This is an optimization exercise on Yosys and OpenROAD, whose aim is small area, a short achievable clock period and few clock cycles per item, not a production implementation. No functional check of the RTL was part of any run shown here.

==> design.v <==
module Milestone1 (
		input logic Clock,
		input logic Resetn,
		input logic Start,
		output logic Stop,
		output logic   [17:0]   SRAM_address,
		output logic   [15:0]   SRAM_write_data,
		output logic            SRAM_we_n,
		input  logic   [15:0]   SRAM_read_data
);
logic        running;       
logic        vrow;          
logic [4:0]  ph;            
logic [6:0]  c;             
logic [14:0] w;             
logic [2:0]  rdp;           
logic [17:0] rgb;           
logic        lastrow;       
logic        we;            
assign SRAM_we_n = ~we;
logic        a_rd, a_wr, a_isy, a_isv, a_yb;    
logic [1:0]  a_k;
logic        k_odd, k_eveny, k_sh, k_ldu, k_ldv;
logic [5:0]  k_src;         
logic [2:0]  k_wsel;        
logic        fle76, fe77, fe78, fe79;    
wire c79     = fe79;
wire wrap    = ((ph == 5'd9) & ~c79) | (ph == 5'd16);
wire last_wr = running & lastrow & c79 & (ph == 5'd10);
wire [4:0] phN  = wrap ? 5'd0 : ph + 5'd1;
wire [6:0] cN   = wrap ? (c79 ? 7'd0 : c + 7'd1) : c;
wire       vrN  = (wrap & c79) ? 1'b0 : vrow;
wire nle76 = wrap ? ((c <= 7'd75) | c79) : fle76;
wire ne77  = wrap ? (c == 7'd76) : fe77;
wire ne78  = wrap ? fe77 : fe78;
wire ne79  = wrap ? fe78 : fe79;
logic        d_rd, d_wr, d_isy, d_isv, d_yb, d_odd, d_sh, d_ldu, d_ldv, d_ldo;
logic [1:0]  d_k;
logic [5:0]  d_src;
logic [2:0]  d_wsel;
always_comb begin
	logic real_r, le76, le77, le78, e77, e78, e79, upre, vpre, dupn;
	real_r = ~vrN;
	le76 = nle76; le77 = nle76 | ne77; le78 = le77 | ne78;
	e77 = ne77; e78 = ne78; e79 = ne79;
	upre = (real_r & le77) | (e78 & ~lastrow);
	vpre = (real_r & le76) | (e77 & ~lastrow);
	dupn = ~le77;
	d_rd = 1'b0; d_wr = 1'b0; d_isy = 1'b0; d_isv = 1'b0; d_yb = 1'b0; d_k = 2'd0;
	d_odd = 1'b0; d_sh = 1'b0; d_ldu = 1'b0; d_ldv = 1'b0; d_ldo = 1'b0; d_src = 6'd0; d_wsel = 3'd0;
	case (phN)
		5'd0: begin d_rd = upre; d_k = 2'd2; end
		5'd1: begin d_rd = real_r; d_isy = 1'b1; d_yb = 1'b1; end
		5'd2, 5'd3, 5'd4, 5'd7, 5'd8, 5'd9: d_wr = real_r;
		5'd5: begin d_rd = vpre; d_isv = 1'b1; d_k = 2'd3; end
		5'd6: begin
			if (e79) begin d_rd = ~lastrow; d_isv = 1'b1; d_k = 2'd2; end
			else begin d_rd = real_r & le78; d_isy = 1'b1; d_k = 2'd1; end
		end
		5'd10: begin d_rd = ~lastrow; d_k = 2'd2; end
		5'd11: begin d_rd = ~lastrow; d_isv = 1'b1; d_k = 2'd3; end
		5'd13: begin d_rd = ~lastrow; d_isy = 1'b1; d_k = 2'd1; end
		default: ;
	endcase
	d_odd = (phN == 5'd1) | (phN == 5'd6);
	d_ldo = (phN == 5'd1) | (phN == 5'd2) | (phN == 5'd6) | (phN == 5'd7);
	d_wsel[0] = (phN == 5'd2) | (phN == 5'd7);
	d_wsel[1] = (phN == 5'd3) | (phN == 5'd8);
	d_wsel[2] = (phN == 5'd4) | (phN == 5'd9);
	if (e79 & (phN >= 5'd5)) begin
		d_sh = 1'b1;
		case (phN)
			5'd5, 5'd13: d_src = 6'b000001;
			5'd11, 5'd15: d_src = 6'b000010;
			5'd6: d_src = 6'b000100;
			5'd12, 5'd16: d_src = 6'b001000;
			5'd14: d_src = 6'b010000;
			default: d_src = 6'b100000;
		endcase
	end else begin
		case (phN)
			5'd3: begin d_sh = 1'b1; d_src = dupn ? 6'b100000 : 6'b000001; end
			5'd4: begin d_sh = 1'b1; d_src = dupn ? 6'b100000 : 6'b010000; end
			5'd8: begin d_sh = 1'b1; d_src = dupn ? 6'b100000 : 6'b000010; end
			5'd9: begin d_sh = 1'b1; d_src = dupn ? 6'b100000 : 6'b001000; end
			default: ;
		endcase
	end
	d_ldu = ((phN == 5'd4) & upre) | (e79 & (phN == 5'd14));
	d_ldv = ((phN == 5'd9) & vpre) | (e79 & ((phN == 5'd12) | (phN == 5'd15)));
end
wire [17:0] a_x = a_isy ? {{2{vrow}}, w, 1'b0} : {{3{vrow}}, w};
logic [17:0] a_c;
always_comb begin
	case ({a_isy, a_isv, a_k[0]})
		3'b100: a_c = 18'd1;            
		3'b101: a_c = 18'd2;            
		3'b010: a_c = 18'd57602;
		3'b011: a_c = 18'd57603;
		default: a_c = 18'd38402;
	endcase
end
wire [17:0] a_ad = a_x + a_c;
wire go = running & ~last_wr;
always_ff @(posedge Clock or negedge Resetn) begin
	if (~Resetn) begin
		running <= 1'b0; vrow <= 1'b1; ph <= 5'd4; c <= 7'd77; w <= 15'h7ffd;
		fle76 <= 1'b0; fe77 <= 1'b1; fe78 <= 1'b0; fe79 <= 1'b0;
		rdp <= 3'd0; rgb <= 18'd146944; lastrow <= 1'b0;
		SRAM_address <= 18'd0; we <= 1'b0; Stop <= 1'b0;
		a_rd <= 1'b0; a_wr <= 1'b0; a_isy <= 1'b0; a_isv <= 1'b0; a_yb <= 1'b0; a_k <= 2'd0;
		k_odd <= 1'b0; k_eveny <= 1'b1; k_sh <= 1'b0; k_ldu <= 1'b0; k_ldv <= 1'b0;
		k_src <= 6'd0; k_wsel <= 3'd0;
	end else begin
		if (Start) running <= 1'b1;
		lastrow <= ~vrow & (w >= 15'd19120);
		Stop <= running & lastrow & c79 & (ph == 5'd9);
		if (running) begin
			ph <= phN; c <= cN; vrow <= vrN;
			fle76 <= nle76; fe77 <= ne77; fe78 <= ne78; fe79 <= ne79;
			if (wrap) w <= w + 15'd1;
		end
		if (last_wr) begin
			running <= 1'b0; vrow <= 1'b1; ph <= 5'd4; c <= 7'd77; w <= 15'h7ffd;
			fle76 <= 1'b0; fe77 <= 1'b1; fe78 <= 1'b0; fe79 <= 1'b0;
		end
		a_rd <= go & d_rd; a_wr <= go & d_wr; a_isy <= d_isy; a_isv <= d_isv; a_yb <= d_yb; a_k <= d_k;
		k_odd <= d_odd; k_eveny <= ~d_odd; k_sh <= go & d_sh; k_ldu <= go & d_ldu; k_ldv <= go & d_ldv;
		k_src <= d_src; k_wsel <= d_wsel;
		rdp <= {rdp[1:0], a_rd};
		we <= a_wr;
		if (a_wr) begin
			SRAM_address <= rgb; rgb <= rgb + 18'd1;
		end else if (a_rd) begin
			SRAM_address <= a_ad;
		end
		if (~running) rgb <= 18'd146944;
	end
end
logic [15:0] D;                  
logic [7:0]  pu_hi, pu_lo, pv_hi, pv_lo;
logic [7:0]  ch [0:10];          
logic [9:0]  vhold;              
logic [22:0] yt;                 
logic [8:0]  cu, cv;             
logic [10:0] cu3, cv3;           
logic        nu, nv;
logic [7:0]  b0;
always_ff @(posedge Clock) begin
	if (rdp[2]) D <= SRAM_read_data;
end
logic [7:0] chin;
always_comb begin
	chin = ({8{k_src[0]}} & pv_hi) | ({8{k_src[1]}} & pv_lo) | ({8{k_src[2]}} & pu_hi)
	     | ({8{k_src[3]}} & pu_lo) | ({8{k_src[4]}} & D[15:8]) | ({8{k_src[5]}} & ch[1]);
end
integer i;
always_ff @(posedge Clock) begin
	if (k_sh) begin
		ch[0] <= chin;
		for (i = 1; i <= 10; i = i + 1) ch[i] <= ch[i-1];
	end
	if (k_ldu) begin pu_hi <= D[15:8]; pu_lo <= D[7:0]; end
	if (k_ldv) begin pv_hi <= D[15:8]; pv_lo <= D[7:0]; end
end
logic [8:0] fA, fB, fC;
always_ff @(posedge Clock) begin
	fA <= {1'b0, ch[9]} + {1'b0, chin};
	fB <= {1'b0, ch[7]} + {1'b0, ch[1]};
	fC <= {1'b0, ch[5]} + {1'b0, ch[3]} + 9'd1;
end
wire fl_1 = fA[5] ^ fA[3] ^ fA[1];
wire fl_2 = (fA[5] & fA[3]) | (fA[5] & fA[1]) | (fA[3] & fA[1]);
wire fl_3 = fA[6] ^ fA[4] ^ fA[2];
wire fl_4 = (fA[6] & fA[4]) | (fA[6] & fA[2]) | (fA[4] & fA[2]);
wire fl_5 = ~fB[0] ^ fB[3];
wire fl_6 = ~fB[0] & fB[3];
wire fl_7 = fA[7] ^ fA[5] ^ fA[3];
wire fl_8 = (fA[7] & fA[5]) | (fA[7] & fA[3]) | (fA[5] & fA[3]);
wire fl_9 = ~fB[1] ^ fB[4] ^ fB[5];
wire fl_10 = (~fB[1] & fB[4]) | (~fB[1] & fB[5]) | (fB[4] & fB[5]);
wire fl_11 = fC[0] ^ fC[2];
wire fl_12 = fC[0] & fC[2];
wire fl_13 = fA[8] ^ fA[6] ^ fA[4];
wire fl_14 = (fA[8] & fA[6]) | (fA[8] & fA[4]) | (fA[6] & fA[4]);
wire fl_15 = ~fB[2] ^ fB[5] ^ fB[6];
wire fl_16 = (~fB[2] & fB[5]) | (~fB[2] & fB[6]) | (fB[5] & fB[6]);
wire fl_17 = fC[1] ^ fC[3] ^ ~fC[8];
wire fl_18 = (fC[1] & fC[3]) | (fC[1] & ~fC[8]) | (fC[3] & ~fC[8]);
wire fl_19 = fA[7] ^ fA[5] ^ ~fB[3];
wire fl_20 = (fA[7] & fA[5]) | (fA[7] & ~fB[3]) | (fA[5] & ~fB[3]);
wire fl_21 = fB[6] ^ fB[7] ^ fC[2];
wire fl_22 = (fB[6] & fB[7]) | (fB[6] & fC[2]) | (fB[7] & fC[2]);
wire fl_23 = fC[4] ^ 1'b1;
wire fl_24 = fC[4] & 1'b1;
wire fl_25 = fA[8] ^ fA[6] ^ ~fB[4];
wire fl_26 = (fA[8] & fA[6]) | (fA[8] & ~fB[4]) | (fA[6] & ~fB[4]);
wire fl_27 = fB[7] ^ fB[8] ^ fC[3];
wire fl_28 = (fB[7] & fB[8]) | (fB[7] & fC[3]) | (fB[8] & fC[3]);
wire fl_29 = fC[5] ^ 1'b1;
wire fl_30 = fC[5] & 1'b1;
wire fl_31 = fA[7] ^ ~fB[5] ^ fB[8];
wire fl_32 = (fA[7] & ~fB[5]) | (fA[7] & fB[8]) | (~fB[5] & fB[8]);
wire fl_33 = fC[4] ^ fC[6];
wire fl_34 = fC[4] & fC[6];
wire fl_35 = fA[8] ^ ~fB[6];
wire fl_36 = fA[8] & ~fB[6];
wire fl_37 = fA[3] ^ fA[1];
wire fl_38 = fA[3] & fA[1];
wire fl_39 = fA[4] ^ fA[2] ^ fA[0];
wire fl_40 = (fA[4] & fA[2]) | (fA[4] & fA[0]) | (fA[2] & fA[0]);
wire fl_41 = fB[1] ^ fB[2];
wire fl_42 = fB[1] & fB[2];
wire fl_43 = fl_1 ^ fB[2] ^ fB[3];
wire fl_44 = (fl_1 & fB[2]) | (fl_1 & fB[3]) | (fB[2] & fB[3]);
wire fl_45 = fC[0] ^ ~fC[5] ^ 1'b1;
wire fl_46 = (fC[0] & ~fC[5]) | (fC[0] & 1'b1) | (~fC[5] & 1'b1);
wire fl_47 = fl_2 ^ fl_3 ^ fl_5;
wire fl_48 = (fl_2 & fl_3) | (fl_2 & fl_5) | (fl_3 & fl_5);
wire fl_49 = fB[4] ^ fC[1] ^ ~fC[6];
wire fl_50 = (fB[4] & fC[1]) | (fB[4] & ~fC[6]) | (fC[1] & ~fC[6]);
wire fl_51 = fl_4 ^ fl_6 ^ fl_7;
wire fl_52 = (fl_4 & fl_6) | (fl_4 & fl_7) | (fl_6 & fl_7);
wire fl_53 = fl_9 ^ fl_11 ^ ~fC[7];
wire fl_54 = (fl_9 & fl_11) | (fl_9 & ~fC[7]) | (fl_11 & ~fC[7]);
wire fl_55 = fl_8 ^ fl_10 ^ fl_12;
wire fl_56 = (fl_8 & fl_10) | (fl_8 & fl_12) | (fl_10 & fl_12);
wire fl_57 = fl_13 ^ fl_15 ^ fl_17;
wire fl_58 = (fl_13 & fl_15) | (fl_13 & fl_17) | (fl_15 & fl_17);
wire fl_59 = fl_14 ^ fl_16 ^ fl_18;
wire fl_60 = (fl_14 & fl_16) | (fl_14 & fl_18) | (fl_16 & fl_18);
wire fl_61 = fl_19 ^ fl_21 ^ fl_23;
wire fl_62 = (fl_19 & fl_21) | (fl_19 & fl_23) | (fl_21 & fl_23);
wire fl_63 = fl_20 ^ fl_22 ^ fl_24;
wire fl_64 = (fl_20 & fl_22) | (fl_20 & fl_24) | (fl_22 & fl_24);
wire fl_65 = fl_25 ^ fl_27 ^ fl_29;
wire fl_66 = (fl_25 & fl_27) | (fl_25 & fl_29) | (fl_27 & fl_29);
wire fl_67 = fl_26 ^ fl_28 ^ fl_30;
wire fl_68 = (fl_26 & fl_28) | (fl_26 & fl_30) | (fl_28 & fl_30);
wire fl_69 = fl_31 ^ fl_33 ^ 1'b1;
wire fl_70 = (fl_31 & fl_33) | (fl_31 & 1'b1) | (fl_33 & 1'b1);
wire fl_71 = fl_32 ^ fl_34 ^ fl_35;
wire fl_72 = (fl_32 & fl_34) | (fl_32 & fl_35) | (fl_34 & fl_35);
wire fl_73 = fC[5] ^ fC[7] ^ 1'b1;
wire fl_74 = (fC[5] & fC[7]) | (fC[5] & 1'b1) | (fC[7] & 1'b1);
wire fl_75 = fl_36 ^ ~fB[7] ^ fC[6];
wire fl_76 = (fl_36 & ~fB[7]) | (fl_36 & fC[6]) | (~fB[7] & fC[6]);
wire fl_77 = fC[8] ^ 1'b1;
wire fl_78 = fC[8] & 1'b1;
wire fl_79 = ~fB[8] ^ fC[7];
wire fl_80 = ~fB[8] & fC[7];
wire fl_81 = fA[2] ^ fA[0];
wire fl_82 = fA[2] & fA[0];
wire fl_83 = fl_37 ^ fB[0] ^ fB[1];
wire fl_84 = (fl_37 & fB[0]) | (fl_37 & fB[1]) | (fB[0] & fB[1]);
wire fl_85 = fl_38 ^ fl_39 ^ fl_41;
wire fl_86 = (fl_38 & fl_39) | (fl_38 & fl_41) | (fl_39 & fl_41);
wire fl_87 = fl_40 ^ fl_42 ^ fl_43;
wire fl_88 = (fl_40 & fl_42) | (fl_40 & fl_43) | (fl_42 & fl_43);
wire fl_89 = fl_44 ^ fl_46 ^ fl_47;
wire fl_90 = (fl_44 & fl_46) | (fl_44 & fl_47) | (fl_46 & fl_47);
wire fl_91 = fl_48 ^ fl_50 ^ fl_51;
wire fl_92 = (fl_48 & fl_50) | (fl_48 & fl_51) | (fl_50 & fl_51);
wire fl_93 = fl_52 ^ fl_54 ^ fl_55;
wire fl_94 = (fl_52 & fl_54) | (fl_52 & fl_55) | (fl_54 & fl_55);
wire fl_95 = fl_56 ^ fl_58 ^ fl_59;
wire fl_96 = (fl_56 & fl_58) | (fl_56 & fl_59) | (fl_58 & fl_59);
wire fl_97 = fl_60 ^ fl_62 ^ fl_63;
wire fl_98 = (fl_60 & fl_62) | (fl_60 & fl_63) | (fl_62 & fl_63);
wire fl_99 = fl_64 ^ fl_66 ^ fl_67;
wire fl_100 = (fl_64 & fl_66) | (fl_64 & fl_67) | (fl_66 & fl_67);
wire fl_101 = fl_68 ^ fl_70 ^ fl_71;
wire fl_102 = (fl_68 & fl_70) | (fl_68 & fl_71) | (fl_70 & fl_71);
wire fl_103 = fl_72 ^ fl_74 ^ fl_75;
wire fl_104 = (fl_72 & fl_74) | (fl_72 & fl_75) | (fl_74 & fl_75);
wire fl_105 = fl_76 ^ fl_78 ^ fl_79;
wire fl_106 = (fl_76 & fl_78) | (fl_76 & fl_79) | (fl_78 & fl_79);
wire fl_107 = fA[1] ^ ~fC[1];
wire fl_108 = fA[1] & ~fC[1];
wire fl_109 = fl_81 ^ fB[0] ^ ~fC[2];
wire fl_110 = (fl_81 & fB[0]) | (fl_81 & ~fC[2]) | (fB[0] & ~fC[2]);
wire fl_111 = fl_82 ^ fl_83 ^ ~fC[3];
wire fl_112 = (fl_82 & fl_83) | (fl_82 & ~fC[3]) | (fl_83 & ~fC[3]);
wire fl_113 = fl_84 ^ fl_85 ^ ~fC[4];
wire fl_114 = (fl_84 & fl_85) | (fl_84 & ~fC[4]) | (fl_85 & ~fC[4]);
wire fl_115 = fl_86 ^ fl_87 ^ fl_45;
wire fl_116 = (fl_86 & fl_87) | (fl_86 & fl_45) | (fl_87 & fl_45);
wire fl_117 = fl_88 ^ fl_89 ^ fl_49;
wire fl_118 = (fl_88 & fl_89) | (fl_88 & fl_49) | (fl_89 & fl_49);
wire fl_119 = fl_90 ^ fl_91 ^ fl_53;
wire fl_120 = (fl_90 & fl_91) | (fl_90 & fl_53) | (fl_91 & fl_53);
wire fl_121 = fl_92 ^ fl_93 ^ fl_57;
wire fl_122 = (fl_92 & fl_93) | (fl_92 & fl_57) | (fl_93 & fl_57);
wire fl_123 = fl_94 ^ fl_95 ^ fl_61;
wire fl_124 = (fl_94 & fl_95) | (fl_94 & fl_61) | (fl_95 & fl_61);
wire fl_125 = fl_96 ^ fl_97 ^ fl_65;
wire fl_126 = (fl_96 & fl_97) | (fl_96 & fl_65) | (fl_97 & fl_65);
wire fl_127 = fl_98 ^ fl_99 ^ fl_69;
wire fl_128 = (fl_98 & fl_99) | (fl_98 & fl_69) | (fl_99 & fl_69);
wire fl_129 = fl_100 ^ fl_101 ^ fl_73;
wire fl_130 = (fl_100 & fl_101) | (fl_100 & fl_73) | (fl_101 & fl_73);
wire fl_131 = fl_102 ^ fl_103 ^ fl_77;
wire fl_132 = (fl_102 & fl_103) | (fl_102 & fl_77) | (fl_103 & fl_77);
wire fl_133 = fl_104 ^ fl_105 ^ 1'b1;
wire fl_134 = (fl_104 & fl_105) | (fl_104 & 1'b1) | (fl_105 & 1'b1);
wire fl_135 = fl_106 ^ fl_80 ^ fC[8];
wire fl_136 = (fl_106 & fl_80) | (fl_106 & fC[8]) | (fl_80 & fC[8]);
wire [18:0] fl_a = {1'b1, 1'b1, fl_136, fl_134, fl_132, fl_130, fl_128, fl_126, fl_124, fl_122, fl_120, fl_118, fl_116, fl_114, fl_112, fl_110, fl_108, fl_107, fA[0]};
wire [18:0] fl_b = {1'b0, 1'b0, 1'b1, fl_135, fl_133, fl_131, fl_129, fl_127, fl_125, fl_123, fl_121, fl_119, fl_117, fl_115, fl_113, fl_111, fl_109, 1'b1, ~fC[0]};
logic [18:0] fa, fb;             
always_ff @(posedge Clock) begin
	fa <= fl_a; fb <= fl_b;
end
wire [18:0] fs = fa + fb;
wire [9:0]  fr = {fs[18], fs[16:8]};    
wire [10:0] f3 = {2'd0, fr[8:0]} + {1'b0, fr[8:0], 1'b0};
wire [7:0]  eu = ch[6], ev = ch[7];
wire [8:0]  vsel = k_odd ? vhold[8:0] : {1'b0, ev};
wire [10:0] vs3 = {2'd0, vsel} + {1'b0, vsel, 1'b0};
wire [10:0] eu3 = {3'd0, eu} + {2'd0, eu, 1'b0};
wire [7:0] Yv = k_eveny ? D[15:8] : D[7:0];
wire ym_1 = Yv[5] ^ Yv[3];
wire ym_2 = Yv[5] & Yv[3];
wire ym_3 = Yv[6] ^ Yv[4] ^ Yv[2];
wire ym_4 = (Yv[6] & Yv[4]) | (Yv[6] & Yv[2]) | (Yv[4] & Yv[2]);
wire ym_5 = Yv[7] ^ Yv[5] ^ Yv[3];
wire ym_6 = (Yv[7] & Yv[5]) | (Yv[7] & Yv[3]) | (Yv[5] & Yv[3]);
wire ym_7 = Yv[6] ^ Yv[4] ^ Yv[1];
wire ym_8 = (Yv[6] & Yv[4]) | (Yv[6] & Yv[1]) | (Yv[4] & Yv[1]);
wire ym_9 = Yv[7] ^ Yv[5];
wire ym_10 = Yv[7] & Yv[5];
wire ym_11 = Yv[6] ^ Yv[3];
wire ym_12 = Yv[6] & Yv[3];
wire ym_13 = ~Yv[7] ^ Yv[0];
wire ym_14 = ~Yv[7] & Yv[0];
wire ym_15 = Yv[3] ^ Yv[1];
wire ym_16 = Yv[3] & Yv[1];
wire ym_17 = Yv[4] ^ Yv[2] ^ Yv[0];
wire ym_18 = (Yv[4] & Yv[2]) | (Yv[4] & Yv[0]) | (Yv[2] & Yv[0]);
wire ym_19 = ym_1 ^ Yv[1] ^ 1'b1;
wire ym_20 = (ym_1 & Yv[1]) | (ym_1 & 1'b1) | (Yv[1] & 1'b1);
wire ym_21 = ym_2 ^ ym_3 ^ 1'b1;
wire ym_22 = (ym_2 & ym_3) | (ym_2 & 1'b1) | (ym_3 & 1'b1);
wire ym_23 = ym_4 ^ ym_5 ^ Yv[0];
wire ym_24 = (ym_4 & ym_5) | (ym_4 & Yv[0]) | (ym_5 & Yv[0]);
wire ym_25 = ym_6 ^ ym_7 ^ 1'b1;
wire ym_26 = (ym_6 & ym_7) | (ym_6 & 1'b1) | (ym_7 & 1'b1);
wire ym_27 = ym_8 ^ ym_9 ^ Yv[2];
wire ym_28 = (ym_8 & ym_9) | (ym_8 & Yv[2]) | (ym_9 & Yv[2]);
wire ym_29 = ym_10 ^ ym_11 ^ 1'b1;
wire ym_30 = (ym_10 & ym_11) | (ym_10 & 1'b1) | (ym_11 & 1'b1);
wire ym_31 = ym_12 ^ Yv[7] ^ Yv[4];
wire ym_32 = (ym_12 & Yv[7]) | (ym_12 & Yv[4]) | (Yv[7] & Yv[4]);
wire [22:0] ym_a = {1'b0, Yv[7], Yv[6], ym_32, ym_30, ym_28, ym_26, ym_24, ym_22, ym_20, ym_18, ym_16, ym_15, Yv[2], ym_14, ym_13, ~Yv[6], ~Yv[5], ~Yv[4], ~Yv[3], ~Yv[2], ~Yv[1], ~Yv[0]};
wire [22:0] ym_b = {1'b0, 1'b0, 1'b0, Yv[5], ym_31, ym_29, ym_27, ym_25, ym_23, ym_21, ym_19, ym_17, 1'b1, Yv[0], Yv[1], 1'b1, 1'b0, 1'b1, 1'b1, 1'b0, 1'b0, 1'b0, 1'b1};
wire [22:0] ytn = ym_a + ym_b;
always_ff @(posedge Clock) begin
	vhold <= fr;
	yt <= ytn;
	if (k_odd) begin
		cu <= fr[8:0]; cu3 <= f3; nu <= fr[9];
		cv <= vhold[8:0]; cv3 <= vs3; nv <= vhold[9];
	end else begin
		cu <= {1'b0, eu}; cu3 <= eu3; nu <= 1'b0;
		cv <= {1'b0, ev}; cv3 <= vs3; nv <= 1'b0;
	end
end
wire clr_1 = yt[5] ^ cv3[7];
wire clr_2 = yt[5] & cv3[7];
wire clr_3 = yt[6] ^ cv3[8] ^ cv[1];
wire clr_4 = (yt[6] & cv3[8]) | (yt[6] & cv[1]) | (cv3[8] & cv[1]);
wire clr_5 = yt[7] ^ cv3[9] ^ cv[2];
wire clr_6 = (yt[7] & cv3[9]) | (yt[7] & cv[2]) | (cv3[9] & cv[2]);
wire clr_7 = yt[8] ^ cv3[10] ^ cv[3];
wire clr_8 = (yt[8] & cv3[10]) | (yt[8] & cv[3]) | (cv3[10] & cv[3]);
wire clr_9 = yt[9] ^ cv3[0] ^ cv[4];
wire clr_10 = (yt[9] & cv3[0]) | (yt[9] & cv[4]) | (cv3[0] & cv[4]);
wire clr_11 = yt[10] ^ cv3[1] ^ cv[5];
wire clr_12 = (yt[10] & cv3[1]) | (yt[10] & cv[5]) | (cv3[1] & cv[5]);
wire clr_13 = yt[11] ^ cv3[2];
wire clr_14 = yt[11] & cv3[2];
wire clr_15 = yt[12] ^ cv3[3] ^ cv[7];
wire clr_16 = (yt[12] & cv3[3]) | (yt[12] & cv[7]) | (cv3[3] & cv[7]);
wire clr_17 = yt[13] ^ cv3[0] ^ cv3[4];
wire clr_18 = (yt[13] & cv3[0]) | (yt[13] & cv3[4]) | (cv3[0] & cv3[4]);
wire clr_19 = yt[14] ^ cv3[1];
wire clr_20 = yt[14] & cv3[1];
wire clr_21 = yt[15] ^ cv3[2] ^ cv3[6];
wire clr_22 = (yt[15] & cv3[2]) | (yt[15] & cv3[6]) | (cv3[2] & cv3[6]);
wire clr_23 = yt[16] ^ cv3[3] ^ cv3[7];
wire clr_24 = (yt[16] & cv3[3]) | (yt[16] & cv3[7]) | (cv3[3] & cv3[7]);
wire clr_25 = yt[17] ^ cv3[4];
wire clr_26 = yt[17] & cv3[4];
wire clr_27 = yt[18] ^ cv3[5] ^ cv3[9];
wire clr_28 = (yt[18] & cv3[5]) | (yt[18] & cv3[9]) | (cv3[5] & cv3[9]);
wire clr_29 = yt[19] ^ cv3[6];
wire clr_30 = yt[19] & cv3[6];
wire clr_31 = yt[2] ^ cv3[4];
wire clr_32 = yt[2] & cv3[4];
wire clr_33 = yt[3] ^ cv3[5] ^ cv[1];
wire clr_34 = (yt[3] & cv3[5]) | (yt[3] & cv[1]) | (cv3[5] & cv[1]);
wire clr_35 = yt[4] ^ cv3[6] ^ cv[2];
wire clr_36 = (yt[4] & cv3[6]) | (yt[4] & cv[2]) | (cv3[6] & cv[2]);
wire clr_37 = clr_1 ^ cv[0] ^ cv[3];
wire clr_38 = (clr_1 & cv[0]) | (clr_1 & cv[3]) | (cv[0] & cv[3]);
wire clr_39 = clr_2 ^ clr_3 ^ cv[4];
wire clr_40 = (clr_2 & clr_3) | (clr_2 & cv[4]) | (clr_3 & cv[4]);
wire clr_41 = clr_4 ^ clr_5 ^ cv[5];
wire clr_42 = (clr_4 & clr_5) | (clr_4 & cv[5]) | (clr_5 & cv[5]);
wire clr_43 = clr_6 ^ clr_7 ^ cv[6];
wire clr_44 = (clr_6 & clr_7) | (clr_6 & cv[6]) | (clr_7 & cv[6]);
wire clr_45 = clr_8 ^ clr_9 ^ cv[7];
wire clr_46 = (clr_8 & clr_9) | (clr_8 & cv[7]) | (clr_9 & cv[7]);
wire clr_47 = clr_10 ^ clr_11 ^ cv[8];
wire clr_48 = (clr_10 & clr_11) | (clr_10 & cv[8]) | (clr_11 & cv[8]);
wire clr_49 = clr_12 ^ clr_13 ^ cv[6];
wire clr_50 = (clr_12 & clr_13) | (clr_12 & cv[6]) | (clr_13 & cv[6]);
wire clr_51 = clr_14 ^ clr_15 ^ 1'b1;
wire clr_52 = (clr_14 & clr_15) | (clr_14 & 1'b1) | (clr_15 & 1'b1);
wire clr_53 = clr_16 ^ clr_17 ^ cv[8];
wire clr_54 = (clr_16 & clr_17) | (clr_16 & cv[8]) | (clr_17 & cv[8]);
wire clr_55 = clr_18 ^ clr_19 ^ cv3[5];
wire clr_56 = (clr_18 & clr_19) | (clr_18 & cv3[5]) | (clr_19 & cv3[5]);
wire clr_57 = clr_20 ^ clr_21 ^ 1'b1;
wire clr_58 = (clr_20 & clr_21) | (clr_20 & 1'b1) | (clr_21 & 1'b1);
wire clr_59 = clr_22 ^ clr_23 ^ 1'b1;
wire clr_60 = (clr_22 & clr_23) | (clr_22 & 1'b1) | (clr_23 & 1'b1);
wire clr_61 = clr_24 ^ clr_25 ^ cv3[8];
wire clr_62 = (clr_24 & clr_25) | (clr_24 & cv3[8]) | (clr_25 & cv3[8]);
wire clr_63 = clr_26 ^ clr_27 ^ 1'b1;
wire clr_64 = (clr_26 & clr_27) | (clr_26 & 1'b1) | (clr_27 & 1'b1);
wire clr_65 = clr_28 ^ clr_29 ^ cv3[10];
wire clr_66 = (clr_28 & clr_29) | (clr_28 & cv3[10]) | (clr_29 & cv3[10]);
wire clr_67 = clr_30 ^ yt[20] ^ cv3[7];
wire clr_68 = (clr_30 & yt[20]) | (clr_30 & cv3[7]) | (yt[20] & cv3[7]);
wire clr_69 = yt[21] ^ cv3[8];
wire clr_70 = yt[21] & cv3[8];
wire clr_71 = yt[22] ^ cv3[9] ^ 1'b1;
wire clr_72 = (yt[22] & cv3[9]) | (yt[22] & 1'b1) | (cv3[9] & 1'b1);
wire clr_73 = cv3[10] ^ 1'b1;
wire clr_74 = cv3[10] & 1'b1;
wire [27:0] clr_a = {1'b1, clr_74, clr_72, clr_70, clr_68, clr_66, clr_64, clr_62, clr_60, clr_58, clr_56, clr_54, clr_52, clr_50, clr_48, clr_46, clr_44, clr_42, clr_40, clr_38, clr_36, clr_34, clr_32, clr_31, yt[1], yt[0], cv3[1], cv3[0]};
wire [27:0] clr_b = {1'b0, 1'b1, clr_73, clr_71, clr_69, clr_67, clr_65, clr_63, clr_61, clr_59, clr_57, clr_55, clr_53, clr_51, clr_49, clr_47, clr_45, clr_43, clr_41, clr_39, clr_37, clr_35, clr_33, cv[0], cv3[3], cv3[2], 1'b0, 1'b0};
wire [27:0] Rs = clr_a + clr_b;
wire clg_1 = yt[3] ^ ~cu3[2];
wire clg_2 = yt[3] & ~cu3[2];
wire clg_3 = yt[4] ^ ~cu3[3];
wire clg_4 = yt[4] & ~cu3[3];
wire clg_5 = yt[5] ^ ~cu3[4];
wire clg_6 = yt[5] & ~cu3[4];
wire clg_7 = yt[6] ^ ~cu3[5];
wire clg_8 = yt[6] & ~cu3[5];
wire clg_9 = yt[9] ^ ~cu3[8];
wire clg_10 = yt[9] & ~cu3[8];
wire clg_11 = yt[10] ^ ~cu3[9] ^ ~cu[2];
wire clg_12 = (yt[10] & ~cu3[9]) | (yt[10] & ~cu[2]) | (~cu3[9] & ~cu[2]);
wire clg_13 = ~cv[0] ^ ~cv[7];
wire clg_14 = ~cv[0] & ~cv[7];
wire clg_15 = yt[11] ^ ~cu3[0] ^ ~cu3[10];
wire clg_16 = (yt[11] & ~cu3[0]) | (yt[11] & ~cu3[10]) | (~cu3[0] & ~cu3[10]);
wire clg_17 = ~cu[3] ^ ~cv[1] ^ ~cv[8];
wire clg_18 = (~cu[3] & ~cv[1]) | (~cu[3] & ~cv[8]) | (~cv[1] & ~cv[8]);
wire clg_19 = yt[12] ^ ~cu3[1] ^ ~cu[4];
wire clg_20 = (yt[12] & ~cu3[1]) | (yt[12] & ~cu[4]) | (~cu3[1] & ~cu[4]);
wire clg_21 = ~cv3[0] ^ ~cv[2];
wire clg_22 = ~cv3[0] & ~cv[2];
wire clg_23 = yt[13] ^ ~cu3[2] ^ ~cu[5];
wire clg_24 = (yt[13] & ~cu3[2]) | (yt[13] & ~cu[5]) | (~cu3[2] & ~cu[5]);
wire clg_25 = ~cv3[1] ^ ~cv[3] ^ 1'b1;
wire clg_26 = (~cv3[1] & ~cv[3]) | (~cv3[1] & 1'b1) | (~cv[3] & 1'b1);
wire clg_27 = yt[14] ^ ~cu3[3] ^ ~cu[6];
wire clg_28 = (yt[14] & ~cu3[3]) | (yt[14] & ~cu[6]) | (~cu3[3] & ~cu[6]);
wire clg_29 = ~cv3[2] ^ ~cv[4];
wire clg_30 = ~cv3[2] & ~cv[4];
wire clg_31 = yt[15] ^ ~cu3[4] ^ ~cu[7];
wire clg_32 = (yt[15] & ~cu3[4]) | (yt[15] & ~cu[7]) | (~cu3[4] & ~cu[7]);
wire clg_33 = ~cv3[3] ^ ~cv[5];
wire clg_34 = ~cv3[3] & ~cv[5];
wire clg_35 = yt[16] ^ ~cu3[5] ^ ~cu[8];
wire clg_36 = (yt[16] & ~cu3[5]) | (yt[16] & ~cu[8]) | (~cu3[5] & ~cu[8]);
wire clg_37 = ~cv3[4] ^ ~cv[6] ^ 1'b1;
wire clg_38 = (~cv3[4] & ~cv[6]) | (~cv3[4] & 1'b1) | (~cv[6] & 1'b1);
wire clg_39 = yt[17] ^ ~cu3[6] ^ ~cv3[5];
wire clg_40 = (yt[17] & ~cu3[6]) | (yt[17] & ~cv3[5]) | (~cu3[6] & ~cv3[5]);
wire clg_41 = yt[18] ^ ~cu3[7] ^ ~cv3[6];
wire clg_42 = (yt[18] & ~cu3[7]) | (yt[18] & ~cv3[6]) | (~cu3[7] & ~cv3[6]);
wire clg_43 = yt[1] ^ ~cu3[0];
wire clg_44 = yt[1] & ~cu3[0];
wire clg_45 = yt[2] ^ ~cu3[1];
wire clg_46 = yt[2] & ~cu3[1];
wire clg_47 = clg_1 ^ ~cv[0] ^ ~cv[5];
wire clg_48 = (clg_1 & ~cv[0]) | (clg_1 & ~cv[5]) | (~cv[0] & ~cv[5]);
wire clg_49 = clg_2 ^ clg_3 ^ ~cv[1];
wire clg_50 = (clg_2 & clg_3) | (clg_2 & ~cv[1]) | (clg_3 & ~cv[1]);
wire clg_51 = clg_4 ^ clg_5 ^ ~cv[2];
wire clg_52 = (clg_4 & clg_5) | (clg_4 & ~cv[2]) | (clg_5 & ~cv[2]);
wire clg_53 = clg_6 ^ clg_7 ^ ~cv[3];
wire clg_54 = (clg_6 & clg_7) | (clg_6 & ~cv[3]) | (clg_7 & ~cv[3]);
wire clg_55 = clg_8 ^ yt[7] ^ ~cu3[6];
wire clg_56 = (clg_8 & yt[7]) | (clg_8 & ~cu3[6]) | (yt[7] & ~cu3[6]);
wire clg_57 = yt[8] ^ ~cu3[7] ^ ~cu[0];
wire clg_58 = (yt[8] & ~cu3[7]) | (yt[8] & ~cu[0]) | (~cu3[7] & ~cu[0]);
wire clg_59 = clg_9 ^ ~cu[1] ^ ~cv[6];
wire clg_60 = (clg_9 & ~cu[1]) | (clg_9 & ~cv[6]) | (~cu[1] & ~cv[6]);
wire clg_61 = clg_10 ^ clg_11 ^ clg_13;
wire clg_62 = (clg_10 & clg_11) | (clg_10 & clg_13) | (clg_11 & clg_13);
wire clg_63 = clg_12 ^ clg_14 ^ clg_15;
wire clg_64 = (clg_12 & clg_14) | (clg_12 & clg_15) | (clg_14 & clg_15);
wire clg_65 = clg_16 ^ clg_18 ^ clg_19;
wire clg_66 = (clg_16 & clg_18) | (clg_16 & clg_19) | (clg_18 & clg_19);
wire clg_67 = clg_20 ^ clg_22 ^ clg_23;
wire clg_68 = (clg_20 & clg_22) | (clg_20 & clg_23) | (clg_22 & clg_23);
wire clg_69 = clg_24 ^ clg_26 ^ clg_27;
wire clg_70 = (clg_24 & clg_26) | (clg_24 & clg_27) | (clg_26 & clg_27);
wire clg_71 = clg_28 ^ clg_30 ^ clg_31;
wire clg_72 = (clg_28 & clg_30) | (clg_28 & clg_31) | (clg_30 & clg_31);
wire clg_73 = clg_32 ^ clg_34 ^ clg_35;
wire clg_74 = (clg_32 & clg_34) | (clg_32 & clg_35) | (clg_34 & clg_35);
wire clg_75 = clg_36 ^ clg_38 ^ clg_39;
wire clg_76 = (clg_36 & clg_38) | (clg_36 & clg_39) | (clg_38 & clg_39);
wire clg_77 = clg_40 ^ clg_41 ^ ~cv[8];
wire clg_78 = (clg_40 & clg_41) | (clg_40 & ~cv[8]) | (clg_41 & ~cv[8]);
wire clg_79 = clg_42 ^ yt[19] ^ ~cu3[8];
wire clg_80 = (clg_42 & yt[19]) | (clg_42 & ~cu3[8]) | (yt[19] & ~cu3[8]);
wire clg_81 = yt[20] ^ ~cu3[9] ^ ~cv3[8];
wire clg_82 = (yt[20] & ~cu3[9]) | (yt[20] & ~cv3[8]) | (~cu3[9] & ~cv3[8]);
wire clg_83 = yt[21] ^ ~cu3[10];
wire clg_84 = yt[21] & ~cu3[10];
wire clg_85 = yt[22] ^ ~cv3[10];
wire clg_86 = yt[22] & ~cv3[10];
wire clg_87 = clg_43 ^ ~cv[3];
wire clg_88 = clg_43 & ~cv[3];
wire clg_89 = clg_44 ^ clg_45 ^ ~cv[4];
wire clg_90 = (clg_44 & clg_45) | (clg_44 & ~cv[4]) | (clg_45 & ~cv[4]);
wire clg_91 = clg_46 ^ clg_47 ^ 1'b1;
wire clg_92 = (clg_46 & clg_47) | (clg_46 & 1'b1) | (clg_47 & 1'b1);
wire clg_93 = clg_48 ^ clg_49 ^ ~cv[6];
wire clg_94 = (clg_48 & clg_49) | (clg_48 & ~cv[6]) | (clg_49 & ~cv[6]);
wire clg_95 = clg_50 ^ clg_51 ^ ~cv[7];
wire clg_96 = (clg_50 & clg_51) | (clg_50 & ~cv[7]) | (clg_51 & ~cv[7]);
wire clg_97 = clg_52 ^ clg_53 ^ ~cv[8];
wire clg_98 = (clg_52 & clg_53) | (clg_52 & ~cv[8]) | (clg_53 & ~cv[8]);
wire clg_99 = clg_54 ^ clg_55 ^ ~cv[4];
wire clg_100 = (clg_54 & clg_55) | (clg_54 & ~cv[4]) | (clg_55 & ~cv[4]);
wire clg_101 = clg_56 ^ clg_57 ^ ~cv[5];
wire clg_102 = (clg_56 & clg_57) | (clg_56 & ~cv[5]) | (clg_57 & ~cv[5]);
wire clg_103 = clg_58 ^ clg_59 ^ 1'b1;
wire clg_104 = (clg_58 & clg_59) | (clg_58 & 1'b1) | (clg_59 & 1'b1);
wire clg_105 = clg_60 ^ clg_61 ^ 1'b1;
wire clg_106 = (clg_60 & clg_61) | (clg_60 & 1'b1) | (clg_61 & 1'b1);
wire clg_107 = clg_62 ^ clg_63 ^ clg_17;
wire clg_108 = (clg_62 & clg_63) | (clg_62 & clg_17) | (clg_63 & clg_17);
wire clg_109 = clg_64 ^ clg_65 ^ clg_21;
wire clg_110 = (clg_64 & clg_65) | (clg_64 & clg_21) | (clg_65 & clg_21);
wire clg_111 = clg_66 ^ clg_67 ^ clg_25;
wire clg_112 = (clg_66 & clg_67) | (clg_66 & clg_25) | (clg_67 & clg_25);
wire clg_113 = clg_68 ^ clg_69 ^ clg_29;
wire clg_114 = (clg_68 & clg_69) | (clg_68 & clg_29) | (clg_69 & clg_29);
wire clg_115 = clg_70 ^ clg_71 ^ clg_33;
wire clg_116 = (clg_70 & clg_71) | (clg_70 & clg_33) | (clg_71 & clg_33);
wire clg_117 = clg_72 ^ clg_73 ^ clg_37;
wire clg_118 = (clg_72 & clg_73) | (clg_72 & clg_37) | (clg_73 & clg_37);
wire clg_119 = clg_74 ^ clg_75 ^ ~cv[7];
wire clg_120 = (clg_74 & clg_75) | (clg_74 & ~cv[7]) | (clg_75 & ~cv[7]);
wire clg_121 = clg_76 ^ clg_77 ^ 1'b1;
wire clg_122 = (clg_76 & clg_77) | (clg_76 & 1'b1) | (clg_77 & 1'b1);
wire clg_123 = clg_78 ^ clg_79 ^ ~cv3[7];
wire clg_124 = (clg_78 & clg_79) | (clg_78 & ~cv3[7]) | (clg_79 & ~cv3[7]);
wire clg_125 = clg_80 ^ clg_81 ^ 1'b1;
wire clg_126 = (clg_80 & clg_81) | (clg_80 & 1'b1) | (clg_81 & 1'b1);
wire clg_127 = clg_82 ^ clg_83 ^ ~cv3[9];
wire clg_128 = (clg_82 & clg_83) | (clg_82 & ~cv3[9]) | (clg_83 & ~cv3[9]);
wire clg_129 = clg_84 ^ clg_85 ^ 1'b1;
wire clg_130 = (clg_84 & clg_85) | (clg_84 & 1'b1) | (clg_85 & 1'b1);
wire [27:0] clg_a = {1'b1, 1'b1, clg_130, clg_128, clg_126, clg_124, clg_122, clg_120, clg_118, clg_116, clg_114, clg_112, clg_110, clg_108, clg_106, clg_104, clg_102, clg_100, clg_98, clg_96, clg_94, clg_92, clg_90, clg_88, clg_87, yt[0], ~cv[1], ~cv[0]};
wire [27:0] clg_b = {1'b0, 1'b0, clg_86, clg_129, clg_127, clg_125, clg_123, clg_121, clg_119, clg_117, clg_115, clg_113, clg_111, clg_109, clg_107, clg_105, clg_103, clg_101, clg_99, clg_97, clg_95, clg_93, clg_91, clg_89, 1'b1, ~cv[2], 1'b0, 1'b1};
wire [27:0] Gs = clg_a + clg_b;
wire clb_1 = yt[8] ^ cu[0] ^ cu[3];
wire clb_2 = (yt[8] & cu[0]) | (yt[8] & cu[3]) | (cu[0] & cu[3]);
wire clb_3 = yt[9] ^ cu[1] ^ cu[4];
wire clb_4 = (yt[9] & cu[1]) | (yt[9] & cu[4]) | (cu[1] & cu[4]);
wire clb_5 = yt[10] ^ cu[2] ^ cu[5];
wire clb_6 = (yt[10] & cu[2]) | (yt[10] & cu[5]) | (cu[2] & cu[5]);
wire clb_7 = yt[11] ^ cu[3] ^ cu[6];
wire clb_8 = (yt[11] & cu[3]) | (yt[11] & cu[6]) | (cu[3] & cu[6]);
wire clb_9 = yt[5] ^ cu[0];
wire clb_10 = yt[5] & cu[0];
wire clb_11 = yt[6] ^ cu[1] ^ cu3[5];
wire clb_12 = (yt[6] & cu[1]) | (yt[6] & cu3[5]) | (cu[1] & cu3[5]);
wire clb_13 = yt[7] ^ cu[2] ^ cu3[6];
wire clb_14 = (yt[7] & cu[2]) | (yt[7] & cu3[6]) | (cu[2] & cu3[6]);
wire clb_15 = clb_1 ^ cu3[7] ^ cu3[10];
wire clb_16 = (clb_1 & cu3[7]) | (clb_1 & cu3[10]) | (cu3[7] & cu3[10]);
wire clb_17 = clb_2 ^ clb_3 ^ cu3[8];
wire clb_18 = (clb_2 & clb_3) | (clb_2 & cu3[8]) | (clb_3 & cu3[8]);
wire clb_19 = clb_4 ^ clb_5 ^ cu3[9];
wire clb_20 = (clb_4 & clb_5) | (clb_4 & cu3[9]) | (clb_5 & cu3[9]);
wire clb_21 = clb_6 ^ clb_7 ^ cu3[10];
wire clb_22 = (clb_6 & clb_7) | (clb_6 & cu3[10]) | (clb_7 & cu3[10]);
wire clb_23 = clb_8 ^ yt[12] ^ cu[4];
wire clb_24 = (clb_8 & yt[12]) | (clb_8 & cu[4]) | (yt[12] & cu[4]);
wire clb_25 = yt[13] ^ cu[5];
wire clb_26 = yt[13] & cu[5];
wire clb_27 = yt[1] ^ cu3[0];
wire clb_28 = yt[1] & cu3[0];
wire clb_29 = yt[2] ^ cu3[1] ^ cu3[4];
wire clb_30 = (yt[2] & cu3[1]) | (yt[2] & cu3[4]) | (cu3[1] & cu3[4]);
wire clb_31 = yt[3] ^ cu3[2] ^ cu3[5];
wire clb_32 = (yt[3] & cu3[2]) | (yt[3] & cu3[5]) | (cu3[2] & cu3[5]);
wire clb_33 = yt[4] ^ cu3[3] ^ cu3[6];
wire clb_34 = (yt[4] & cu3[3]) | (yt[4] & cu3[6]) | (cu3[3] & cu3[6]);
wire clb_35 = clb_9 ^ cu3[4] ^ cu3[7];
wire clb_36 = (clb_9 & cu3[4]) | (clb_9 & cu3[7]) | (cu3[4] & cu3[7]);
wire clb_37 = clb_10 ^ clb_11 ^ cu3[8];
wire clb_38 = (clb_10 & clb_11) | (clb_10 & cu3[8]) | (clb_11 & cu3[8]);
wire clb_39 = clb_12 ^ clb_13 ^ cu3[9];
wire clb_40 = (clb_12 & clb_13) | (clb_12 & cu3[9]) | (clb_13 & cu3[9]);
wire clb_41 = clb_14 ^ clb_15 ^ 1'b1;
wire clb_42 = (clb_14 & clb_15) | (clb_14 & 1'b1) | (clb_15 & 1'b1);
wire clb_43 = clb_16 ^ clb_17 ^ 1'b1;
wire clb_44 = (clb_16 & clb_17) | (clb_16 & 1'b1) | (clb_17 & 1'b1);
wire clb_45 = clb_18 ^ clb_19 ^ 1'b1;
wire clb_46 = (clb_18 & clb_19) | (clb_18 & 1'b1) | (clb_19 & 1'b1);
wire clb_47 = clb_20 ^ clb_21 ^ 1'b1;
wire clb_48 = (clb_20 & clb_21) | (clb_20 & 1'b1) | (clb_21 & 1'b1);
wire clb_49 = clb_22 ^ clb_23 ^ cu[7];
wire clb_50 = (clb_22 & clb_23) | (clb_22 & cu[7]) | (clb_23 & cu[7]);
wire clb_51 = clb_24 ^ clb_25 ^ cu[8];
wire clb_52 = (clb_24 & clb_25) | (clb_24 & cu[8]) | (clb_25 & cu[8]);
wire clb_53 = clb_26 ^ yt[14] ^ cu[6];
wire clb_54 = (clb_26 & yt[14]) | (clb_26 & cu[6]) | (yt[14] & cu[6]);
wire clb_55 = yt[15] ^ cu[0] ^ cu[7];
wire clb_56 = (yt[15] & cu[0]) | (yt[15] & cu[7]) | (cu[0] & cu[7]);
wire clb_57 = yt[16] ^ cu[1] ^ cu[8];
wire clb_58 = (yt[16] & cu[1]) | (yt[16] & cu[8]) | (cu[1] & cu[8]);
wire clb_59 = yt[17] ^ cu[2];
wire clb_60 = yt[17] & cu[2];
wire clb_61 = yt[18] ^ cu[3];
wire clb_62 = yt[18] & cu[3];
wire clb_63 = yt[19] ^ cu[4] ^ 1'b1;
wire clb_64 = (yt[19] & cu[4]) | (yt[19] & 1'b1) | (cu[4] & 1'b1);
wire clb_65 = yt[20] ^ cu[5] ^ 1'b1;
wire clb_66 = (yt[20] & cu[5]) | (yt[20] & 1'b1) | (cu[5] & 1'b1);
wire clb_67 = yt[21] ^ cu[6] ^ 1'b1;
wire clb_68 = (yt[21] & cu[6]) | (yt[21] & 1'b1) | (cu[6] & 1'b1);
wire clb_69 = yt[22] ^ cu[7];
wire clb_70 = yt[22] & cu[7];
wire clb_71 = cu[8] ^ 1'b1;
wire clb_72 = cu[8] & 1'b1;
wire [27:0] clb_a = {1'b1, clb_72, clb_70, clb_68, clb_66, clb_64, clb_62, clb_60, clb_58, clb_56, clb_54, clb_52, clb_50, clb_48, clb_46, clb_44, clb_42, clb_40, clb_38, clb_36, clb_34, clb_32, clb_30, clb_28, clb_27, yt[0], cu3[1], cu3[0]};
wire [27:0] clb_b = {1'b0, 1'b1, clb_71, clb_69, clb_67, clb_65, clb_63, clb_61, clb_59, clb_57, clb_55, clb_53, clb_51, clb_49, clb_47, clb_45, clb_43, clb_41, clb_39, clb_37, clb_35, clb_33, clb_31, clb_29, cu3[3], cu3[2], 1'b0, 1'b0};
wire [27:0] Bs = clb_a + clb_b;
logic [29:0] o;                  
wire [9:0] Rq = {Rs[27] | nv, |Rs[26:24], Rs[23:16]};
wire [9:0] Gq = {Gs[27] | nu | nv, |Gs[26:24], Gs[23:16]};
wire [9:0] Bq = {Bs[27] | nu, |Bs[26:24], Bs[23:16]};
function automatic [7:0] clip(input logic [9:0] q);
	clip = q[9] ? 8'd0 : q[8] ? 8'd255 : q[7:0];
endfunction
wire [7:0] oR = clip(o[29:20]), oG = clip(o[19:10]), oB = clip(o[9:0]);
logic [15:0] gb;
always_ff @(posedge Clock) begin
	o <= {Rq, Gq, Bq};
	b0 <= oB;
	gb <= {oG, oB};
	SRAM_write_data <= ({16{k_wsel[0]}} & {oR, oG}) | ({16{k_wsel[1]}} & {b0, oR})
	                 | ({16{k_wsel[2]}} & gb);
end
endmodule
==> flow/run.sh <==
#!/bin/bash
set -euo pipefail
export SETUP_SLACK_MARGIN=9.3
export TNS_END_PERCENT=10
export BUFFER_PORTS_ARGS="-buffer_cell sky130_fd_sc_hd__buf_4"
bash standard.sh > standard.log 2>&1
==> standard.sh <==
#!/bin/bash
# synth_recipe.tcl (not shown) runs the flow's synth.tcl, then flattens the netlist and writes it again
# the make line also repeats each setting of config.mk as NAME=value (left out here)
make -C /OpenROAD-flow-scripts/flow DESIGN_CONFIG=/design/flow/config.mk WORK_HOME=/design/flow/orfs CLKGATE_MAP_FILE= SYNTH_SCRIPT=/design/flow/synth_recipe.tcl "${@:-finish}"
==> config.mk <==
export PLATFORM = sky130hd
export DESIGN_NAME = Milestone1
export DESIGN_NICKNAME = Milestone1
export VERILOG_FILES = /design/flow/design.v
export SDC_FILE = /design/flow/constraint.sdc
export NUM_CORES = 4
export LEC_CHECK = 0
export ABC_AREA = 1
export CAP_MARGIN = 20
export CORE_MARGIN = 2
export CORE_UTILIZATION = 30
export CTS_CLUSTER_DIAMETER = 150
export CTS_CLUSTER_SIZE = 30
export PLACE_DENSITY = 0.5
export SLEW_MARGIN = 20
==> constraint.sdc <==
create_clock -name core_clock -period 13.0 [get_ports {Clock}]
set_input_delay 2.6000 -clock core_clock [delete_from_list [all_inputs] [get_ports {Clock}]]
set_output_delay 2.6000 -clock core_clock [all_outputs]
set_load 0.01 [all_outputs]
==> results of run 1 <==
==> worst paths after layout <==
check | depth (start not counted) | start | slack, ps | end
setup / recovery | 1 | SRAM_address[0]$_DFFE_PN0P_ | 9230 | SRAM_address[0]
hold / removal | 0 | rdp[0]$_DFF_PN0_ | 380 | rdp[1]$_DFF_PN0_
setup reg to reg | 13 | yt[12]$_DFF_P_ | 9420 | o[17]$_DFF_P_
hold reg to reg | 0 | rdp[0]$_DFF_PN0_ | 380 | rdp[1]$_DFF_PN0_
max in group asynchronous | 2 | Resetn | 9930 | rgb[2]$_DFFE_PN0P_
min in group asynchronous | 1 | Resetn | 2030 | lastrow$_DFF_PN0_
==> metrics by stage <==
step	area (um2)	util [%]	hold slack, ps	setup WS, ps
2_1_floorplan	26300	-	331	9660
3_3_place_gp	28000	32.3	339	9080
3_5_place_dp	28000	32.3	342	9020
4_1_cts	28500	32.9	381	9170
5_1_grt	28600	33.0	389	9140
6_report	28600	33.0	378	9230
==> final cells by class <==
| type | instances | area [um2] | share of cell area, % |
|---|---|---|---|
| multi-input cells | 1979 | 14000 | 49.0 |
| flip-flops and latches | 416 | 10100 | 35.4 |
| inverters | 540 | 2040 | 7.11 |
| well taps | 1155 | 1450 | 5.05 |
| clock buffers | 25 | 477 | 1.67 |
| repair buffers | 59 | 458 | 1.60 |
| clock inverters | 5 | 56.3 | 0.197 |
| repair inverters | 1 | 5.00 | 0.0175 |
==> cells in the final DEF, fill, tap and decap left out, types with 6 or more instances in the layout <==
| master | netlist | routed |
|---|---|---|
| fa_1 | 155 | 155 |
| nand2_1 | 561 | 560 |
| nor3_1 | 31 | 31 |
| a22oi_1 | 12 | 12 |
| o22ai_1 | 10 | 10 |
| buf_4 | 0 | 55 |
| a31oi_1 | 14 | 14 |
| ha_1 | 243 | 242 |
| xnor2_1 | 16 | 16 |
| or2_2 | 10 | 10 |
| o21ai_0 | 132 | 131 |
| xor2_1 | 62 | 62 |
| o21ai_1 | 15 | 12 |
| dfxtp_1 | 194 | 187 |
| inv_2 | 9 | 12 |
| inv_1 | 529 | 524 |
| dfrtp_1 | 66 | 65 |
| a21oi_1 | 152 | 151 |
| a221oi_1 | 9 | 9 |
| nor4_2 | 2 | 6 |
| nand2_2 | 15 | 16 |
| nor2_4 | 6 | 6 |
| nor2_1 | 227 | 227 |
| nand3_1 | 151 | 151 |
| o21bai_1 | 20 | 20 |
| nand2_4 | 9 | 9 |
| a22o_1 | 8 | 8 |
| clkbuf_16 | 0 | 18 |
| dfxtp_2 | 0 | 7 |
| edfxtp_1 | 128 | 128 |
| nand4_1 | 32 | 32 |
| dfstp_2 | 28 | 28 |
| nor4_1 | 12 | 7 |
| clkbuf_1 | 27 | 7 |
| a21o_1 | 23 | 23 |
==> registers in the layout (all words and copies together) (netlist names), 10 cells and up <==
| name | cells |
|---|---|
| cu3 | 10 |
| SRAM_write_data | 16 |
| rgb | 18 |
| fa | 17 |
| yt | 23 |
| SRAM_address | 18 |
| fb | 15 |
| o | 30 |
| ch | 80 |
| gb | 16 |
| w | 15 |
| cv3 | 11 |
| vhold | 10 |
| D | 16 |
==> layer usage <==
metal	GRT usage, %	share of wire (%)	vias up
met5	0	0	-
met1	20.4	49	8679
li1	-	-	9662
met2	24.6	46	252
met4	2.18	1.5	0
met3	1.47	3.2	42
==> worst register-to-register path: cells and delay by family (launching register included) <==
family                     cells  cell delay [ps]
buffers and inverters          2               90
xor gates and xnor gates       1              130
and+or+nand+nor                4              510
AOI/OAI and AO/OA              2              310
adders and majority gates      4             1810
DFF                            1              600
==> logic make-up (layout without fill, tap and decap cells) <==
logic type / count (synthesis) / count (layout) / share of synthesized area [%]
compound gates: 427 / 427 / 9.40
xor+xnor: 78 / 78 / 2.60
fa+ha+maj: 398 / 398 / 23.4
buf+inv: 580 / 630 / 8.38
flops: 416 / 416 / 38.5
simple gates: 1076 / 1076 / 17.7
==> what timing repair did <==
action / CTS / global route
setup endpoints to repair: 29 / 41
gates resized for setup: 3 / 28
buffers inserted: 1 / 0
gates cloned: 0 / 1
==> metrics.log, run 1 <==
[metrics] run status: timing/DRC/antenna clean
[metrics] final weighted congestion in routability-driven placement: 0.873
[metrics] cell type with the highest aggregate area in the netlist: dfxtp_1
[metrics] number of diodes added for antenna fixing: 0
[metrics] share of layout cells above drive strength 1: 6.81%
[metrics] x dimension of the die: about 300 um
[metrics] cell with the most instances after synthesis: nand2_1
[metrics] Final Critical Period: 3770 ps
[metrics] number of design rule violations left after detail routing: 0
[metrics] unrepaired setup endpoints after global routing: true
[metrics] top cells by area, synth: dfxtp_1, edfxtp_1, fa_1, ha_1, nand2_1
[metrics] CTS H-Tree Depth: 1
[metrics] critical path class: flop to output pin
[metrics] I/O Pins: 55
[metrics] number of clock buffers inserted by TritonCTS: 18
[metrics] top cell types by occurrence after synthesis: nand2_1, inv_1, ha_1, nor2_1, dfxtp_1
[metrics] number of rows in the core area: ~110
[metrics] DR vias/cell: 4.46
[metrics] DRT antenna net count: 0
[metrics] cts hold-fix bufs: 0
[metrics] total wirelength of the detailed-routed design: 64,800 um
[metrics] count of mapped cells out of synthesis: 2,975
[metrics] all-layer global routing usage: 14.5%
[metrics] Initial Util: 30.3%
[metrics] Crit-path slowest cell: dfrtp_1
[metrics] FILL cells: 9,078
[metrics] highest fanout seen on the critical path: 2
[metrics] Clock transition at path regs: 120 ps
[metrics] Worst setup EP type: output pin
[metrics] total iterations of the first detailed-routing run: 5
[metrics] wire length of the first global-routing pass: between 100,000 and 150,000 um
[metrics] Worst Tran Pin Value: 1050 ps
[metrics] Synthesized Nets: 3,392
[metrics] Top Family by Delay on Critical Path: flip-flops
[metrics] Remaining Overflow, GRT: 0
[metrics] number of vias in the routed layout: 18,600
[metrics] Die ar.: 90,000 um2
[metrics] critical path arrival: 1170 ps
[metrics] final hold violation count: 0
[metrics] class of the tightest hold or removal check: flop to flop
[metrics] area of the mapped netlist: about 26,000 um2
[metrics] routed wirelength normalized by instance count: 15.5 um
[metrics] Synth-to-Final Area Change: 8.95%
[metrics] floorplan die height: 300 um
[metrics] count of state elements after synthesis: roughly 420
[metrics] synthesized area per cell: around 8.8 um2
[metrics] worst endpoint required time: 10,400 ps
[metrics] clock latency (worst-skew pair): 570 ps
[metrics] number of pins with negative max-slew slack in the final report: 0
[metrics] post-route non-filler standard cell count: around 4,200
[metrics] share of the cycle needed by the critical path after routing: between 20% and 30%
[metrics] Synth cell types: 58
[metrics] WP buf/inv: 1
[metrics] number of nets in the final layout: ~3,400
[metrics] initial antenna violation count: 1
[metrics] Worst Clk Skew: 29.4 ps
[metrics] floorplan core area: a little under 90,000 um2
[metrics] setup TNS after final layout: 0 ps
[metrics] clock root cell: clkbuf_16
[metrics] sequential element share of the synthesized area: 38.5%
[metrics] predominant post-synthesis flop cell: dfxtp_1
[metrics] DP Cell Count: 4,148
[metrics] Yosys top cell area share: about 15%
[metrics] maximum count of clock buffers along a single path: 3
[metrics] number of global-route vias before repair: between 15,000 and 20,000
[metrics] drt first-iter violations: 881
[metrics] count of synthesis-stage warnings from yosys: 2
[metrics] Sink Count: 416
[metrics] maximum number of pins on one net before global-route repair: 81
[metrics] number of max-cap violations: 0
[metrics] number of endpoints failing setup at the final stage: 0
[metrics] ordered list of cells on the worst path: buf_6
[metrics] CTS tree: yes
[metrics] peak clock frequency supported by timing: 0.265 GHz
[metrics] critical path launch point type: flop
[metrics] count of buffers inserted at the top-level ports: 54
[metrics] async set-or-reset flop fraction in the synthesized netlist: 22.6%
[metrics] slew margin rel.: 30.0%
[metrics] stage delay of the slowest cell on the critical path: 450 ps
[metrics] placed wire-length estimate after detailed placement: approximately 53,000 um
[metrics] Post-synth EDFFs: 128
==> run 2: changes to the inputs <==
--- a/design.v
+++ b/design.v
@@ -131,7 +131,4 @@
 		we <= a_wr;
-		if (a_wr) begin
-			SRAM_address <= rgb; rgb <= rgb + 18'd1;
-		end else if (a_rd) begin
-			SRAM_address <= a_ad;
-		end
+		SRAM_address <= a_rd ? a_ad : rgb;
+		if (a_wr) rgb <= rgb + 18'd1;
 		if (~running) rgb <= 18'd146944;
--- a/config.mk
+++ b/config.mk
@@ -7,3 +7,2 @@
 export LEC_CHECK = 0
-export ABC_AREA = 1
 export CAP_MARGIN = 20
@@ -11,4 +10,4 @@
 export CORE_UTILIZATION = 30
-export CTS_CLUSTER_DIAMETER = 150
-export CTS_CLUSTER_SIZE = 30
+export CTS_CLUSTER_DIAMETER = 140
+export CTS_CLUSTER_SIZE = 24
 export PLACE_DENSITY = 0.5
==> run 2 against run 1 <==
  * Still clean
  * Clock skew is 14 ps lower
  * Die area is 8.8% lower
  * Global-route usage is 0.87 points lower
==> metrics.log, run 2 <==
[metrics] number of endpoints failing setup at the final stage: 0 (unchanged)
[metrics] clock latency (worst-skew pair): 570 ps (about the same)
[metrics] CTS tree: yes (unchanged)
[metrics] floorplan core area: 79,000 um2 (was 86,800 um2)
[metrics] slew margin rel.: 30.1% (was 30.0%)
[metrics] count of synthesis-stage warnings from yosys: 2 (unchanged)
[metrics] final hold violation count: 0 (unchanged)
[metrics] count of buffers inserted at the top-level ports: 54 (unchanged)
[metrics] Sink Count: 416 (unchanged)
[metrics] async set-or-reset flop fraction in the synthesized netlist: 22.6% (unchanged)
[metrics] Hold Crit Depth: 0 (unchanged)
[metrics] cts hold-fix bufs: 0 (unchanged)
[metrics] DRT antenna net count: 0 (unchanged)
[metrics] Hold Path End: rdp[2]$_DFF_PN0_ (was rdp[1]$_DFF_PN0_)
[metrics] Reg-to-Reg Start: yt[11]$_DFF_P_ (was yt[12]$_DFF_P_)
[metrics] number of rows in the core area: 103 (was 108)
[metrics] most frequent standard cell in the layout excluding fill and tap cells: inv_1 (was nand2_1)
[metrics] clock root cell: clkbuf_16 (unchanged)
[metrics] predominant post-synthesis flop cell: dfxtp_1 (unchanged)
[metrics] final weighted congestion in routability-driven placement: 0.906 (was 0.873)
[metrics] maximum count of clock buffers along a single path: 3 (unchanged)
[metrics] max reg flops: 80 (unchanged)
[metrics] unrepaired setup endpoints after global routing: true (unchanged)
[metrics] floorplan die height: 286 um (was 300 um)
[metrics] count of state elements after synthesis: 416 (unchanged)
[metrics] design area: 26,500 um2 (was 28,600 um2)
[metrics] placed wire-length estimate after detailed placement: 43,800 um (was 53,400 um)
[metrics] total iterations of the first detailed-routing run: 7 (was 5)
[metrics] number of vias in the routed layout: 15,300 (was 18,600)
[metrics] Worst setup EP type: flop (was output pin)
[metrics] post-route setup slack: 9030 ps (was 9230 ps)
[metrics] Die ar.: 82,000 um2 (was 90,000 um2)
[metrics] class of the tightest hold or removal check: flop to flop (unchanged)
[metrics] Hold Path Origin: rdp[1]$_DFF_PN0_ (was rdp[0]$_DFF_PN0_)
[metrics] number of pins with negative max-slew slack in the final report: 0 (unchanged)
[metrics] run status: timing/DRC/antenna clean (unchanged)
[metrics] depth of the most critical reg-to-reg path: 15 (was 13)
[metrics] Worst Tran Pin Value: 1050 ps (about the same)
[metrics] Synth cell types: 79 (was 58)
[metrics] Final Critical Period: 3970 ps (was 3770 ps)
[metrics] DP Cell Count: 3,249 (was 4,148)
[metrics] register with the most flip-flops: ch (unchanged)
[metrics] Clock transition at path regs: 100 ps (was 120 ps)
[metrics] DP Worst Slack: 8680 ps (was 9020 ps)
[metrics] reg2reg setup slack: 9030 ps (was 9420 ps)
## run 2: changes by cell type in the layout (fill, tap and decap cells not counted), sizes merged, moves of 26 or more
| cell | delta |
|---|---|
| a21oi | -46 |
| nand3 | -103 |
| xor2 | -26 |
| inv | -184 |
| xnor2 | +63 |
| nor2 | -98 |
| o21ai | -79 |
| nand2 | -498 |
| mux2 | +31 |
## run 2: logic make-up (layout without fill, tap and decap cells)
family,after synthesis,count (layout),synth area share [%]
AND/OR/NAND/NOR,430,430,8.66
AO/OA/AOI/OAI,373,373,10.3
XOR/XNOR,116,116,4.31
other,0,1,0
adder cells (fa/ha/maj),398,398,25.7
flip-flops,416,416,42.3
multiplexers,52,52,2.34
buffers and inverters,406,470,6.44
## run 2: metal layers
layer | GRT usage (%) | part of all wire (%) | vias up
met3 | 1.55 | 3.1 | 77
met5 | 0 | 0 | -
met1 | 17.6 | 45 | 7582
met4 | 4.03 | 2.9 | 0
met2 | 24.0 | 49 | 212
li1 | - | - | 7473
## run 2: worst max-delay path: stages, from the launching register on
cell and delay, ps:
dfxtp_4 380, inv_2 40, fa_1 540, inv_1 70, fa_1 470, inv_1 50
fa_1 490, inv_2 50, ha_4 140, or3_4 350, o41ai_4 240, a21oi_2 80
a221o_1 350, a41o_1 260, a31o_1 220, mux2i_1 120
## run 2: cell type report
type | instances | area, um2 | area share (%)
timing repair buffer | 80 | 601 | 2.27
tap | 1050 | 1310 | 4.96
inverter | 355 | 1340 | 5.04
multi-input combinational | 1369 | 12500 | 47.2
sequential | 416 | 10100 | 38.3
antenna | 1 | 2.50 | 0.00945
clock inverter | 3 | 28.8 | 0.109
clock buffer | 32 | 567 | 2.14
## run 2: how the worst max path moves through the flow
stage / startpoint / end / slack [ps] / cells after the start
after floorplan: yt[11]$_DFF_P_ / o[18]$_DFF_P_ / 9290 / 15
after global placement: k_eveny$_DFF_PN1_ / yt[20]$_DFF_P_ / 8650 / 10
after detailed placement: k_eveny$_DFF_PN1_ / yt[20]$_DFF_P_ / 8680 / 10
after CTS: fa[5]$_DFF_P_ / cu3[9]$_DFF_P_ / 9000 / 17
after global routing: fa[5]$_DFF_P_ / cu3[9]$_DFF_P_ / 8860 / 17
final: yt[11]$_DFF_P_ / o[18]$_DFF_P_ / 9030 / 15
## run 2: what timing repair did
item | in CTS | in global routing
hold endpoints to repair | 0 | 0
resized for setup | 42 | 16
setup endpoints to repair | 46 | 54
pin swaps | 8 | 7
buffers inserted | 16 | 5
## run 2: through the flow
stage	utilization [%]
3_5_place_dp	32.3
4_1_cts	33.4
6_report	33.5
2_1_floorplan	-
3_3_place_gp	32.3
5_1_grt	33.5

==> separate check: timing with driven ports <==
The results above use ideal ports. As a check the final layouts listed here were re-extracted and re-timed, cells and wires unchanged.
Step 1: set_driving_cell puts a clkbuf_16 on Clock and a buf_2 on each other input, an assumption about the parent block.
Step 2 times the ports against the registers' clock, not the clock port: input delays grow and output delays shrink by t, the midpoint of the rising clock arrivals with the driver on.
a / b / c = no drivers / after step 1 / after step 2; a / b = the first two.
| run | shift t [ns] | setup WS [ns] | worst setup path after step 2 |
|---|---|---|---|
| run 1 | 0.625 | 9.229 / 9.166 / 9.346 | input, reset recovery |
| run 2 | 0.617 | 9.033 / 9.033 / 9.033 | register to register |
After both steps every run listed still meets setup and hold. The worst setup slack also covers recovery checks on asynchronous resets.
